Context: an optimization exercise on an open-source flow, tuned for small area. The choices shown serve that exercise and are no tape-out recipe.
The RTL was checked by simulation tests, not by an equivalence proof against the original design.
No driver is modelled on the clock port, so clocking that relies on it looks cheaper here than on a real chip.
Power is estimated from default activity; no workload was simulated.

<file path="config.mk">
export PLATFORM = sky130hd
export DESIGN_NAME = main
export DESIGN_NICKNAME = main
export VERILOG_FILES = /design/flow/design.v
export SDC_FILE = /design/flow/constraint.sdc
export NUM_CORES = 4
export LEC_CHECK = 0
export CAP_MARGIN = 20
export CORE_MARGIN = 2
export CORE_UTILIZATION = 70
export SLEW_MARGIN = 20
</file>
<file path="constraint.sdc">
create_clock -name core_clock -period 40.0 [get_ports {CLOCK_25}]
set_input_delay 8.0000 -clock core_clock [delete_from_list [all_inputs] [get_ports {CLOCK_25}]]
set_output_delay 8.0000 -clock core_clock [all_outputs]
set_load 0.01 [all_outputs]
</file>
<file path="design.v">
module hvsync_generator(
	input            clk,
	input            reset,
	output reg [9:0] x,
	output reg [9:0] y,
	output           hblank,    
	output           vblank,    
	output           display,   
	output           hs,
	output           vs
);
function [9:0] inc10(input [9:0] v);
	integer i;
	reg c;
	begin
		c = 1'b1;
		for (i = 0; i < 10; i = i + 1) begin
			inc10[i] = v[i] ^ c;
			c = c & v[i];
		end
	end
endfunction
wire x640  = x[9] & ~x[8] & x[7];       
wire ystep = (x == 10'd975);
wire y480  = ~y[9] & (&y[8:5]);         
always @(posedge clk) begin
	if (reset) x <= 10'd639;
	else if (x640) x <= 10'd865;
	else x <= inc10(x);
end
always @(posedge clk) begin
	if (reset) y <= 10'd480;
	else if (ystep) begin
		if (y480) y <= 10'd972;
		else y <= inc10(y);
	end
end
assign hblank = x[9] & x[8];
assign vblank = y[9];
assign display = !(x[9] & (x[8] | x[7])) & !y[9] & !(y[8] & y[7] & y[6] & y[5]);
assign hs = !(x[9] & x[8] & ((x[7:4] == 4'b0111) | (x[7:6] == 2'b10) | (x[7:4] == 4'b1100)));
assign vs = !(y[9:5] == 5'b11110 && y[4:0] >= 5'd21 && y[4:0] <= 5'd30);
endmodule
module main(
	output [3:0]VGA_R,
	output [3:0]VGA_G,
	output [3:0]VGA_B,
	input CLOCK_25,
	input reset,
	input [3:0]KEY,
	output VGA_HS,
	output VGA_VS
);
function [10:0] add10(input [9:0] a, input [9:0] b, input ci);    
	integer i;
	reg c;
	begin
		c = ci;
		for (i = 0; i < 10; i = i + 1) begin
			add10[i] = a[i] ^ b[i] ^ c;
			c = (a[i] & b[i]) | (c & (a[i] ^ b[i]));
		end
		add10[10] = c;
	end
endfunction
function [7:0] sub7(input [6:0] a, input [6:0] b);    
	integer i;
	reg c;
	begin
		c = 1'b1;
		for (i = 0; i < 7; i = i + 1) begin
			sub7[i] = a[i] ^ ~b[i] ^ c;
			c = (a[i] & ~b[i]) | (c & (a[i] ^ ~b[i]));
		end
		sub7[7] = c;
	end
endfunction
function [6:0] sub6(input [5:0] a, input [5:0] b);
	integer i;
	reg c;
	begin
		c = 1'b1;
		for (i = 0; i < 6; i = i + 1) begin
			sub6[i] = a[i] ^ ~b[i] ^ c;
			c = (a[i] & ~b[i]) | (c & (a[i] ^ ~b[i]));
		end
		sub6[6] = c;
	end
endfunction
function [16:0] inc17(input [16:0] v, input ci);
	integer i;
	reg c;
	begin
		c = ci;
		for (i = 0; i < 17; i = i + 1) begin
			inc17[i] = v[i] ^ c;
			c = c & v[i];
		end
	end
endfunction
function [4:0] inc5(input [4:0] v, input ci);
	integer i;
	reg c;
	begin
		c = ci;
		for (i = 0; i < 5; i = i + 1) begin
			inc5[i] = v[i] ^ c;
			c = c & v[i];
		end
	end
endfunction
function ge10(input [9:0] v, input [9:0] k);
	integer i;
	reg r;
	begin
		r = 1'b1;
		for (i = 0; i < 10; i = i + 1)
			r = k[i] ? (v[i] & r) : (v[i] | r);
		ge10 = r;
	end
endfunction
function le10(input [9:0] v, input [9:0] k);
	integer i;
	reg r;
	begin
		r = 1'b1;
		for (i = 0; i < 10; i = i + 1)
			r = k[i] ? (!v[i] | r) : (!v[i] & r);
		le10 = r;
	end
endfunction
function rng(input [9:0] v, input [9:0] lo, input [9:0] hi);
	rng = ge10(v, lo) & le10(v, hi);
endfunction
wire [9:0] x, y;
wire hblank, vblank, display;
hvsync_generator vga0(
	.clk    (CLOCK_25),
	.reset  (reset),
	.x      (x),
	.y      (y),
	.hblank (hblank),
	.vblank (vblank),
	.display(display),
	.hs     (VGA_HS),
	.vs     (VGA_VS)
);
reg [9:0] ballX;
reg [8:0] ballY;
reg [8:0] PaddlePosition;
reg start, over;
reg [4:0] boost;
reg [16:0] tmr;
wire xl31 = &x[4:0];
wire nextpos = xl31 & (&tmr[11:0]);      
wire boosttick = xl31 & (&tmr);          
always @(posedge CLOCK_25) begin
	if (reset) tmr <= 17'h1ffff;
	else tmr <= inc17(tmr, xl31);
end
wire       eqxl = (x[2:0] == ballX[2:0]);
wire [7:0] dx   = sub7(x[9:3], ballX[9:3]);      
wire       dxz  = (dx[6:2] == 5'd0) & dx[7] & eqxl;
wire       ballX0 = (ballX == 10'd0);
wire ex0  = hblank ? ballX0 : (dxz & (dx[1:0] == 2'd0));
wire ex8  = !hblank & dxz & (dx[1:0] == 2'd1);
wire ex16 = !hblank & dxz & (dx[1:0] == 2'd2);
wire       eqyl = (y[2:0] == ballY[2:0]);
wire [6:0] dy   = sub6(y[8:3], ballY[8:3]);
wire       dyz  = (dy[5:2] == 4'd0) & dy[6] & eqyl;
wire       ballY0 = (ballY == 9'd0);
wire ey0  = vblank ? ballY0 : (dyz & (dy[1:0] == 2'd0));
wire ey8  = !vblank & dyz & (dy[1:0] == 2'd1);
wire ey16 = !vblank & dyz & (dy[1:0] == 2'd2);
wire [10:0] dps = add10(x, ~{1'b0, PaddlePosition}, 1'b1);
wire [9:0] dp = dps[9:0];
wire paddle = !hblank && !vblank && (y[8:3] == 6'd59) && dps[10] && ge10(dp, 10'd8) && le10(dp, 10'd120);
wire border = hblank || vblank || (x[9:3] == 7'd0) || (x[9] & (&x[6:3])) || (y[8:3] == 6'd0);
wire BouncingObject = border | paddle;
wire [9:0] X = x;
wire [9:0] Y = y;
wire y100_130 = rng(Y, 100, 130);
wire y100_105 = rng(Y, 100, 105);
wire y115_120 = rng(Y, 115, 120);
wire y125_130 = rng(Y, 125, 130);
wire y100_120 = rng(Y, 100, 120);
wire y105_115 = rng(Y, 105, 115);
wire y115_125 = rng(Y, 115, 125);
wire p = rng(X, 180, 185) & y100_130 | rng(X, 185, 205) & (y100_105 | y115_120) | rng(X, 200, 205) & y100_120;
wire a = (rng(X, 240, 245) | rng(X, 260, 265)) & y100_130 | rng(X, 240, 265) & (y100_105 | y115_120);
wire u = (rng(X, 300, 305) | rng(X, 320, 325)) & y100_130 | rng(X, 305, 325) & y125_130;
wire s = rng(X, 360, 385) & (y100_105 | y115_120 | y125_130) | rng(X, 360, 365) & y105_115 | rng(X, 380, 385) & y115_125;
wire e = rng(X, 420, 445) & (y100_105 | y115_120 | y125_130) | rng(X, 420, 425) & y100_130;
wire pause = (p | a | u | s | e) & !start;
always @(posedge CLOCK_25)
	start <= !reset & !over & (start | ~KEY[3]);
wire btick = boosttick & (boost != 5'd31);
wire bkeep = KEY[0] ^ KEY[1];
wire [4:0] boost_inc = inc5(boost, btick & bkeep);
always @(posedge CLOCK_25)
	if (reset | (btick & !bkeep)) boost <= 5'd1;
	else boost <= boost_inc;
wire pen = nextpos & !over & start;
wire up = ~KEY[0];
wire dn = ~KEY[1];
wire psub = dn & ~up;
wire [10:0] pa = add10({1'b0, PaddlePosition}, {{5{psub}}, boost ^ {5{psub}}}, psub);
wire pov = pa[9];    
wire [8:0] pclamp = {{4{up}}, {5{up}} & ~({5{dn}} & boost)};
wire [8:0] paddle_next = !(up | dn) ? PaddlePosition : pov ? pclamp : (up & dn) ? PaddlePosition : pa[8:0];
always @(posedge CLOCK_25)
	if (reset | (nextpos & over)) PaddlePosition <= 9'd255;
	else if (pen) PaddlePosition <= paddle_next;
reg ball_inX, ball_inY;
always @(posedge CLOCK_25)
	ball_inX <= !reset & (ball_inX ? !ex16 : (ex0 & ball_inY));
always @(posedge CLOCK_25)
	ball_inY <= !reset & (ball_inY ? !ey16 : ey0);
wire ball = ball_inX & ball_inY;
reg CollisionX1, CollisionX2, CollisionY1, CollisionY2;
wire cclr = nextpos | over;
always @(posedge CLOCK_25) CollisionX1 <= !cclr & (CollisionX1 | (BouncingObject & ex0  & ey8 ));
always @(posedge CLOCK_25) CollisionX2 <= !cclr & (CollisionX2 | (BouncingObject & ex16 & ey8 ));
always @(posedge CLOCK_25) CollisionY1 <= !cclr & (CollisionY1 | (BouncingObject & ex8  & ey0 ));
always @(posedge CLOCK_25) CollisionY2 <= !cclr & (CollisionY2 | (BouncingObject & ex8  & ey16));
reg ball_dirX, ball_dirY;
wire lost = ge10({1'b0, ballY}, 10'd461);
wire bload = reset | (nextpos & lost);
wire bmove = nextpos & !lost & start;
wire mvX = bmove & ~(CollisionX1 & CollisionX2);
wire mvY = bmove & ~(CollisionY1 & CollisionY2);
wire [4:0] stepx = CollisionY2 ? boost : 5'd1;
wire [10:0] bx = add10(ballX, {{5{ball_dirX}}, stepx ^ {5{ball_dirX}}}, ball_dirX);
wire [10:0] by = add10({1'b0, ballY}, {1'b0, {8{ball_dirY}}, 1'b1}, 1'b0);
always @(posedge CLOCK_25) begin
	if (bload) begin
		ballX <= 10'd310;
		ballY <= 9'd456;
	end else begin
		if (mvX) ballX <= bx[9:0];
		if (mvY) ballY <= by[8:0];
	end
end
always @(posedge CLOCK_25) begin
	if (reset) over <= 0;
	else if (nextpos) over <= lost;
end
always @(posedge CLOCK_25) begin
	if (reset) begin
		ball_dirX <= 0; ball_dirY <= 0;
	end else begin
		if (mvX) begin
			if (CollisionX2) ball_dirX <= 1; else if (CollisionX1) ball_dirX <= 0;
		end
		if (mvY) begin
			if (CollisionY2) ball_dirY <= 1; else if (CollisionY1) ball_dirY <= 0;
		end
	end
end
wire R = BouncingObject | ball | pause;
wire G = BouncingObject;
wire B = BouncingObject;
assign VGA_R = {4{R & display}};
assign VGA_G = {4{G & display}};
assign VGA_B = {4{B & display}};
endmodule
</file>
<file path="flow/run.sh">
#!/bin/bash
# Layout flow: the standard layout (standard.sh), except for the logic
# mapping in synthesis. Synthesis is the standard flow's own script (synth_recipe.tcl, so
# the registers keep their names and cells), with two changes:
#  - ABC maps the logic with flow/own.scr (deep AIG optimisation, then area
#    mapping) instead of ORFS's delay-oriented script;
#  - adders are not extracted into fa/ha cells first (ADDER_MAP_FILE empty),
#    so ABC sees and optimises all of the logic.
# The synthesis runs four times in parallel, each with its own random seed
# for the AIG optimisation, and the run with the smallest cell area is kept
# as the synthesis of the layout.
# The layout steps are standard.sh's, with two arguments set: clock tree
# synthesis inserts no dummy loads, and the port buffers are buf_1 cells.
# Every tool's output goes to a log file in this folder.
set -euo pipefail
W=$(pwd)
{ head -n 1 synth_recipe.tcl; cat flow/abc_override.tcl; tail -n +2 synth_recipe.tcl; } > own_synth.tcl
SEEDS="0 1 2 3"
pids=""
for seed in $SEEDS; do
	sed "s/SEED/$seed/" flow/own.scr > "$W/own_abc_$seed.scr"
	OWN_ABC_SCRIPT="$W/own_abc_$seed.scr" make -C "$FLOW_HOME" DESIGN_CONFIG="$W/config.mk" \
		WORK_HOME="$W/synth_$seed" CLKGATE_MAP_FILE= SYNTH_SCRIPT="$W/own_synth.tcl" \
		ADDER_MAP_FILE= synth > "$W/synth_make_$seed.log" 2>&1 &
	pids="$pids $!"
done
for p in $pids; do wait "$p" || true; done
best=""
best_area=""
for seed in $SEEDS; do
	d="$W/synth_$seed"
	[ -f "$d/results/sky130hd/main/base/1_synth.odb" ] || continue
	a=$(grep "Chip area for module" "$d/reports/sky130hd/main/base/synth_stat.txt" | awk '{print $NF}')
	echo "seed $seed: synthesis area $a" >> "$W/synth_choice.log"
	if [ -z "$best" ] || awk -v a="$a" -v b="$best_area" 'BEGIN { exit !(a < b) }'; then
		best=$seed
		best_area=$a
	fi
done
[ -n "$best" ] || { echo "no synthesis run finished" >> "$W/synth_choice.log"; exit 1; }
echo "kept seed $best" >> "$W/synth_choice.log"
cp -a "$W/synth_$best" "$W/orfs"
export CTS_ARGS="-sink_clustering_enable -repair_clock_nets -dont_use_dummy_load"
export BUFFER_PORTS_ARGS="-buffer_cell sky130_fd_sc_hd__buf_1"
bash standard.sh > "$W/standard_make.log" 2>&1
</file>
<file path="flow/abc_override.tcl">
# Run ABC's logic mapping with this flow's script instead of the one ORFS picks.
proc abc {args} {
  set i [lsearch -exact $args -script]
  if { $i >= 0 } {
    lset args [expr {$i + 1}] $::env(OWN_ABC_SCRIPT)
  }
  yosys abc {*}$args
}
</file>
<file path="flow/own.scr">
strash
&get -n
&deepsyn -T 600 -S SEED
&put
balance -l
resub -K 6 -l
rewrite -l
resub -K 6 -N 2 -l
refactor -l
resub -K 8 -l
balance -l
resub -K 8 -N 2 -l
rewrite -l
resub -K 10 -l
rewrite -z -l
resub -K 10 -N 2 -l
balance -l
resub -K 12 -l
refactor -z -l
resub -K 12 -N 2 -l
rewrite -z -l
balance -l
dch -f -p
amap -A 8 -F 2
topo
</file>
<file path="standard.sh">
#!/bin/bash
# synth_recipe.tcl (not shown) runs the flow's synth.tcl, then flattens the netlist and writes it again
# the make line also repeats each setting of config.mk as NAME=value (left out here)
make -C /OpenROAD-flow-scripts/flow DESIGN_CONFIG=/design/flow/config.mk WORK_HOME=/design/flow/orfs CLKGATE_MAP_FILE= SYNTH_SCRIPT=/design/flow/synth_recipe.tcl "${@:-finish}"
</file>
==> flow_summary.ini, run 1 <==
[worst_setup_path]
crit_type = in -> reg
crit_end = PaddlePosition[7]$_SDFFE_PP1P_
crit_required_ns = 40.26
rr_startpoint = vga0.x[2]$_SDFF_PP1_
r2r_end = PaddlePosition[7]$_SDFFE_PP1P_
cp_max_fo = 10
crit_path_end_kind = register
r2r_slack_ns = 34.22
arrival_ns = 12.95
path_cells = buf_1, clkinv_1, a22oi_1, nor2_1, o22ai_1, clkinv_1, o22ai_1, nor2_1, o21ai_0, nor2b_1, a222oi_1, clkinv_1, o21ai_0, o21a_1, nor4_1, a21oi_1, nand2_1, o2111ai_1, nor2_1, o221ai_1, nor2_1, a21oi_1, o21ai_0
critPathMaxStageDelay_ns = 0.54
crit_path_top_delay_cell = nor4_1
crit_top_cell = nor2_1
start_kind = primary input
startpoint = KEY[0]
r2r_cells = 21

[global_route]
grt_start_max_net_pins = 27
met3_usage = 0.0718
met2_usage = 0.581
grt_overflow = 0
grt_pass1_vias = 4550
grt-busiest-layer = met2
grt_pass1_wl_um = 20500
grt_usage = 0.350
antenna_found_initial = 0
met1_usage = 0.443

[pwr]
powerDensity_nw_per_um2 = 56.6
peakVddDrop_mv = 0.0443
p_total_uw = 270
cellLeakagePower_uw = 0.00169

[sta]
max-slew-margin-rel = 0.452
maxSlewViolCount = 0
worst_slew_pin_slew_ns = 0.814
clock_skew_ns = 0.0245
hold_ws_ns = 0.474
fin_crit_sh = 0.317
fmax_mhz = 78.8
rsz0062_at_grt = no
hold_viol = 0
tns_ns = 0
finalSetupViolCount = 0
min_period_ns = 12.69

[job]
maxCapViolCount = 0

[die]
dieHeight_um = 84.7
io_pins = 20
initial_core_util = 0.722
dieArea_um2 = 7170
die_width_um = 84.7
rows = 29
core-area_um2 = 6310

[clock_network]
cts_buffers = 9
cts_sinks = 80
clkLatencyLatePin_ns = 0.35
clkSlewWorstSetupHoldPaths_ns = 0.09
cts-root-buf = clkbuf_8
cts_max_level = 3
clockBufferDepth = 2
cts_setup_buffers = 0
post_cts_resized = 0
cts_hold_buf = 0
cts_tree = yes

[worst_hold_path]
hold_path.class = reg -> reg

[drt]
drt-wirelength-per-cell_um = 16.2
routed_wl_um = 12200
vias = 4944
first_pass_iters = 7
drt_iter0_markers = 526
via_per_inst = 6.55
drc_errors = 0
ant_nets = 0

[finish]
ff_latch_area_um2 = 1600
num-fill-cells = 523
n_antenna_cell = 0
multi_input_comb_area_um2 = 2520
syn2layout_area_growth_pct = 4.83
nets = 686
drive_above_1_share = 0.0147

[synth]
netlist_area_um2 = 4560
synthArstFlopShare = 0
postSynthAreaPerCell_um2 = 6.91
synthCells = 660
synthFlopType = dfxtp_1
synth_edf_count = 0
syn_nets = 666
yosysWarnings = 2
synthDistinctLibCells = 40
synth_seq_cells = 80
ys_seq_area_frac = 0.351

[placement]
port-buffer-count = 18
gp_congestion = 0.952
hpwl_um = 9040

[run_status]
status = no timing/DRC/antenna violations
[cell families after synthesis]
family / share of synthesized area
and+or+nand+nor: 0.239
AOI/OAI and AO/OA: 0.314
buffers and inverters: 0.0963
DFF: 0.351
[worst min-delay path by stage]
stage | from | to | depth (start not counted)
after global placement | over$_SDFFE_PP0P_ | start$_DFF_P_ | 1
final | over$_SDFFE_PP0P_ | start$_DFF_P_ | 1
after floorplan | vga0.x[0]$_SDFF_PP1_ | vga0.x[0]$_SDFF_PP1_ | 1
after detailed placement | over$_SDFFE_PP0P_ | start$_DFF_P_ | 1
after CTS | vga0.x[0]$_SDFF_PP1_ | vga0.x[0]$_SDFF_PP1_ | 1
after global routing | over$_SDFFE_PP0P_ | start$_DFF_P_ | 1
[layout by cell type (no fill, tap or decap), drive strengths merged, types with 5 or more instances in the layout]
cell type  instances
nand4              6
nand2             32
nor4               5
o21ai             67
o22ai             25
clkbuf             9
a22oi              9
clkinv            97
o21a              13
o221ai            15
o221a              5
nand3             14
a211oi             8
dfxtp             80
a221oi             6
nor2             145
nor3              24
and3              11
buf               19
a21oi             42
[worst max-delay path, delay by kind of cell]
family | cells | cell delay (ns)
simple gates | 7 | 1.68
buf+inv | 4 | 0.95
compound gates | 12 | 2.29
[synth_stat cells, types with 10 or more instances]
| cell | count | share of area |
|---|---|---|
| o221ai_1 | 15 | 0.029 |
| clkinv_1 | 97 | 0.080 |
| nand2_1 | 32 | 0.026 |
| o21ai_0 | 67 | 0.074 |
| nand3_1 | 14 | 0.015 |
| buf_4 | 10 | 0.016 |
| nor3_1 | 24 | 0.026 |
| o21a_1 | 13 | 0.021 |
| nor2_1 | 145 | 0.12 |
| o22ai_1 | 25 | 0.034 |
| dfxtp_1 | 80 | 0.35 |
| and3_1 | 11 | 0.015 |
| a21oi_1 | 42 | 0.046 |
[final cells by class]
cell class                      count  share of cell area
Timing Repair Buffer               19              0.0157
Inverter                           97              0.0762
Sequential cell                    80               0.335
Tap cell                           77              0.0202
Clock buffer                        9              0.0259
Multi-Input combinational cell    473               0.527
[per-layer routing]
metal	up-vias	wire length (um)
li1	2412	-
met1	2266	5300
met2	221	5670
met3	45	875
met4	0	352
met5	-	0
[registers in the layout, summed over array words and instances (netlist names), 5 cells and up]
register / count
PaddlePosition: 9
ballX: 10
ballY: 9
boost: 5
tmr: 17
vga0.x: 10
vga0.y: 10
[power breakdown]
part,internal [uW],switching (uW)
clock,20.1,26.1
sequential,93.9,18.9
combinational,41.0,70.2
[per-stage QoR]
stage	area [um2]	util	cells	setup WS, ns
after floorplan	4560	-	660	28.46
after global placement	4650	0.737	746	27.35
after detailed placement	4650	0.737	746	27.19
after CTS	4780	0.757	755	27.50
after global routing	4780	0.757	755	26.77
final	4780	0.757	755	27.31
==> run 2: changes to the inputs <==
--- a/flow/run.sh
+++ b/flow/run.sh
@@ -11,6 +11,8 @@
 # as the synthesis of the layout.
 # The layout steps are standard.sh's, with two arguments set: clock tree
 # synthesis inserts no dummy loads, and the port buffers are buf_1 cells.
+# After clock tree synthesis, flow/leaf_resize.tcl downsizes the leaf clock
+# buffers to clkbuf_4 where the clock-pin slew stays within 100 ps.
 # Every tool's output goes to a log file in this folder.
 set -euo pipefail
 W=$(pwd)
@@ -42,4 +44,9 @@
 cp -a "$W/synth_$best" "$W/orfs"
 export CTS_ARGS="-sink_clustering_enable -repair_clock_nets -dont_use_dummy_load"
 export BUFFER_PORTS_ARGS="-buffer_cell sky130_fd_sc_hd__buf_1"
+bash standard.sh cts > "$W/standard_make_cts.log" 2>&1
+R="$W/orfs/results/sky130hd/main/base"
+ODB="$R/4_1_cts.odb" SDC="$R/4_cts.sdc" LEAF_SLEW_LIMIT=0.100 \
+	openroad -no_init -exit flow/leaf_resize.tcl > "$W/leaf_resize.log" 2>&1
+rm -f "$R/4_cts.odb"
 bash standard.sh > "$W/standard_make.log" 2>&1
==> flow/leaf_resize.tcl (new file) <==
# Downsize the leaf clock buffers of the clock tree (the buffers the root
# clock buffer drives) from clkbuf_8 to clkbuf_4 wherever the worst slew at
# the clock pins the buffer drives stays within LEAF_SLEW_LIMIT (ns), as
# estimated from placement. Reads and rewrites the database given in ODB.
set P $::env(FLOW_HOME)/platforms/sky130hd
read_lef $P/lef/sky130_fd_sc_hd.tlef
read_lef $P/lef/sky130_fd_sc_hd_merged.lef
read_liberty $P/lib/sky130_fd_sc_hd__tt_025C_1v80.lib
read_db $::env(ODB)
read_sdc $::env(SDC)
source $P/setRC.tcl
set_propagated_clock [all_clocks]
estimate_parasitics -placement

set limit $::env(LEAF_SLEW_LIMIT)
set block [ord::get_db_block]
set small [[ord::get_db] findMaster sky130_fd_sc_hd__clkbuf_4]
set cnet [[$block findBTerm CLOCK_25] getNet]
set roots {}
foreach it [$cnet getITerms] { if {[$it isInputSignal]} { lappend roots [$it getInst] } }

proc out_net {inst} {
  foreach it [$inst getITerms] { if {[$it isOutputSignal]} { return [$it getNet] } }
  return ""
}
proc worst_sink_slew {net} {
  set worst 0
  foreach it [$net getITerms] {
    if {[$it isInputSignal]} {
      set pin [get_pins [$it getName]]
      foreach p {slew_max_rise slew_max_fall} {
        set s [get_property $pin $p]
        if {$s > $worst} { set worst $s }
      }
    }
  }
  return $worst
}

set n 0
if {[llength $roots] == 1} {
  set root [lindex $roots 0]
  foreach it [[out_net $root] getITerms] {
    set leaf [$it getInst]
    if {$leaf == $root || ![$it isInputSignal]} continue
    set old [$leaf getMaster]
    if {[$old getName] ne "sky130_fd_sc_hd__clkbuf_8"} continue
    $leaf swapMaster $small
    set s [worst_sink_slew [out_net $leaf]]
    if {$s > $limit} {
      $leaf swapMaster $old
      puts "leaf [$leaf getName]: kept clkbuf_8 (clkbuf_4 would give $s ns)"
    } else {
      incr n
      puts "leaf [$leaf getName]: clkbuf_4, worst clock-pin slew $s ns"
    }
  }
}
puts "downsized $n leaf clock buffers"
write_db $::env(ODB)
==> flow_summary.ini, run 2 <==
[worst_setup_path]
crit_required_ns = 40.27
cp_max_fo = 8
arrival_ns = 12.44
crit_path_end_kind = register
r2r_end = ballX[8]$_SDFFE_PP1P_
r2r_cells = 18
rr_startpoint = vga0.x[3]$_SDFF_PP1_
r2r_slack_ns = 35.21
start_kind = primary input
crit_type = in -> reg

[global_route]
antenna_found_initial = 1
grt_usage = 0.352
grt_pass1_vias = 4615
grt_pass1_wl_um = 20700
grt_start_max_net_pins = 23
grt_overflow = 0

[finish]
top_register = tmr
fin_area_um2 = 4770
n_antenna_cell = 0
nets = 685
layout_common_cells = nor2_1, clkinv_1, dfxtp_1, o21ai_0, a21oi_1
multi_input_comb_area_um2 = 2520
largest_reg_flops = 17
ff_latch_area_um2 = 1600
num-fill-cells = 543
final_common_cell = nor2_1
syn2layout_area_growth_pct = 4.55
drive_above_1_share = 0.0148

[clock_network]
cts_tree = yes
cts_sinks = 80
clockBufferDepth = 2
cts_setup_buffers = 0
clkSlewWorstSetupHoldPaths_ns = 0.07
cts-root-buf = clkbuf_8
clkLatencyLatePin_ns = 0.38
cts_hold_buf = 0
cts_buffers = 9
post_cts_resized = 0
cts_max_level = 3

[synth]
synth_seq_cells = 80
synthDistinctLibCells = 41
postSynthAreaPerCell_um2 = 6.93
ys_seq_area_frac = 0.351
synthCells = 659
syn_nets = 665
netlist_area_um2 = 4570
yosysWarnings = 2
synth_top_area_cell = dfxtp_1
yosysMostFrequentCell = nor2_1
synthArstFlopShare = 0
ys_top_cells_by_count = nor2_1, clkinv_1, dfxtp_1, o21ai_0, a21oi_1
synth_top_area_frac = 0.351
synthFlopType = dfxtp_1
synth_edf_count = 0
synth_area_leaders = dfxtp_1, nor2_1, clkinv_1, o21ai_0, a21oi_1

[sta]
worst_slew_pin_slew_ns = 0.904
min_period_ns = 12.17
maxSlewViolCount = 0
clock_skew_ns = 0.0368
setup_slack_ns = 27.83
fin_crit_sh = 0.304
max-slew-margin-rel = 0.393
hold_viol = 0
tns_ns = 0
finalSetupViolCount = 0
fmax_mhz = 82.2
rsz0062_at_grt = no

[drt]
drc_errors = 0
first_pass_iters = 6
ant_nets = 0
drt-wirelength-per-cell_um = 16.5
drt_iter0_markers = 579
via_per_inst = 6.60
vias = 4977
routed_wl_um = 12500

[die]
io_pins = 20
dieHeight_um = 84.8
initial_core_util = 0.723
die_width_um = 84.8
dieArea_um2 = 7180
rows = 29
core-area_um2 = 6310

[placement]
place_area_um2 = 4660
post-place-ws_ns = 27.54
hpwl_um = 9120
port-buffer-count = 18
gp_congestion = 0.988

[pwr]
powerDensity_nw_per_um2 = 53.6
peakVddDrop_mv = 0.0482
cellLeakagePower_uw = 0.00165

[worst_hold_path]
whs_path_depth = 2
worstHoldEndpoint = ball_inY$_DFF_P_
hold_path.class = reg -> reg
worstHoldStart = ball_inY$_DFF_P_

[job]
maxCapViolCount = 0

[run_status]
status = no timing/DRC/antenna violations
run 2: cell types whose count changed after synthesis, sizes merged, moves of 3 or more:
cell    delta
a221oi     -3
o22a       +6
o221a      -4
nand4      -3
nand3      -9
o22ai      +4
nand2      -4
a31oi      +4
a211oi     +3
o221ai     -4
run 2: where the power goes:
part / switching, uW / internal, uW
Combinational: 63.9 / 36.6
Sequential: 18.3 / 92.2
Clock: 26.7 / 18.0
run 2: critical path, cell delays in order:
cell      delay (ns)
buf_1           0.28
clkinv_1        0.29
o22ai_1         0.26
nand2_1         0.13
a222oi_1        0.26
a31oi_1         0.12
o21ai_0         0.30
clkinv_1        0.13
o21ai_0         0.14
o21ai_0         0.16
nand2_1         0.10
o21ai_0         0.11
o22a_1          0.24
nand4b_1        0.20
nor2_1          0.30
clkinv_1        0.20
a211oi_1        0.43
o211ai_1        0.31
o21bai_1        0.26
xnor2_1         0.21
run 2: worst max-delay path by stage:
stage | from | endpoint | slack, ns
finish | KEY[0] | PaddlePosition[0]$_SDFFE_PP1P_ | 27.83
global route | KEY[0] | PaddlePosition[7]$_SDFFE_PP1P_ | 27.32
CTS | KEY[0] | PaddlePosition[7]$_SDFFE_PP1P_ | 27.89
detailed placement | KEY[0] | PaddlePosition[7]$_SDFFE_PP1P_ | 27.54
global placement | KEY[0] | PaddlePosition[7]$_SDFFE_PP1P_ | 27.70
floorplan | KEY[0] | PaddlePosition[7]$_SDFFE_PP1P_ | 28.69
run 2: metrics by stage:
| stage | hold slack, ns | util | cells | power (uW) |
|---|---|---|---|---|
| floorplan | 0.400 | - | 659 | 182 |
| global placement | 0.456 | 0.738 | 745 | 204 |
| detailed placement | 0.461 | 0.738 | 745 | 208 |
| CTS | 0.472 | 0.758 | 754 | 254 |
| global route | 0.498 | 0.756 | 754 | 271 |
| finish | 0.473 | 0.756 | 754 | 256 |
run 2: metal layers:
layer | wire length (um) | vias up | GRT usage
met5 | 13 | - | 0
met4 | 410 | 2 | 0.152
li1 | - | 2409 | -
met2 | 5730 | 253 | 0.588
met1 | 5210 | 2260 | 0.435
met3 | 1090 | 53 | 0.0796
run 2: cell families after synthesis:
| kind of cell | synth area share |
|---|---|
| AOI/OAI and AO/OA | 0.318 |
| xor gates and xnor gates | 0.00192 |
| buffers and inverters | 0.0962 |
| DFF | 0.351 |
| and+or+nand+nor | 0.233 |
run 2: cell type report:
type | instances | area share
Clock buffer | 9 | 0.0233
Multi-Input combinational cell | 472 | 0.529
Tap cell | 77 | 0.0202
Timing Repair Buffer | 19 | 0.0157
Inverter | 97 | 0.0763
Sequential cell | 80 | 0.336

## separate check: timing with driven ports
The flow's constraints put no driver on any port. The routed layouts listed below were extracted and timed again, unchanged, in two steps.
Step 1: set_driving_cell puts a clkbuf_16 on CLOCK_25 and a buf_2 on each other input, an assumption about the parent block.
Step 2, shift: input delay + t, output delay - t, t = (earliest + latest rising clock arrival at the registers) / 2. This alone moves slack from input paths to output paths.
a / b / c = ideal / step 1 / step 2; a / b = the first two.
run | t (ns) | setup WS [ns] | worst setup path at the end | clock arrival spread, ns
run 1 | 0.374 | 27.312 / 27.319 / 26.945 | input to register | 0.025 / 0.025
run 2 | 0.390 | 27.832 / 27.838 / 27.447 | input to register | 0.036 / 0.037
After both steps every run listed still meets setup and hold. For run 2, which loses most, drivers alone change the setup slack by +0.006 ns; drivers and shift together by -0.385 ns.
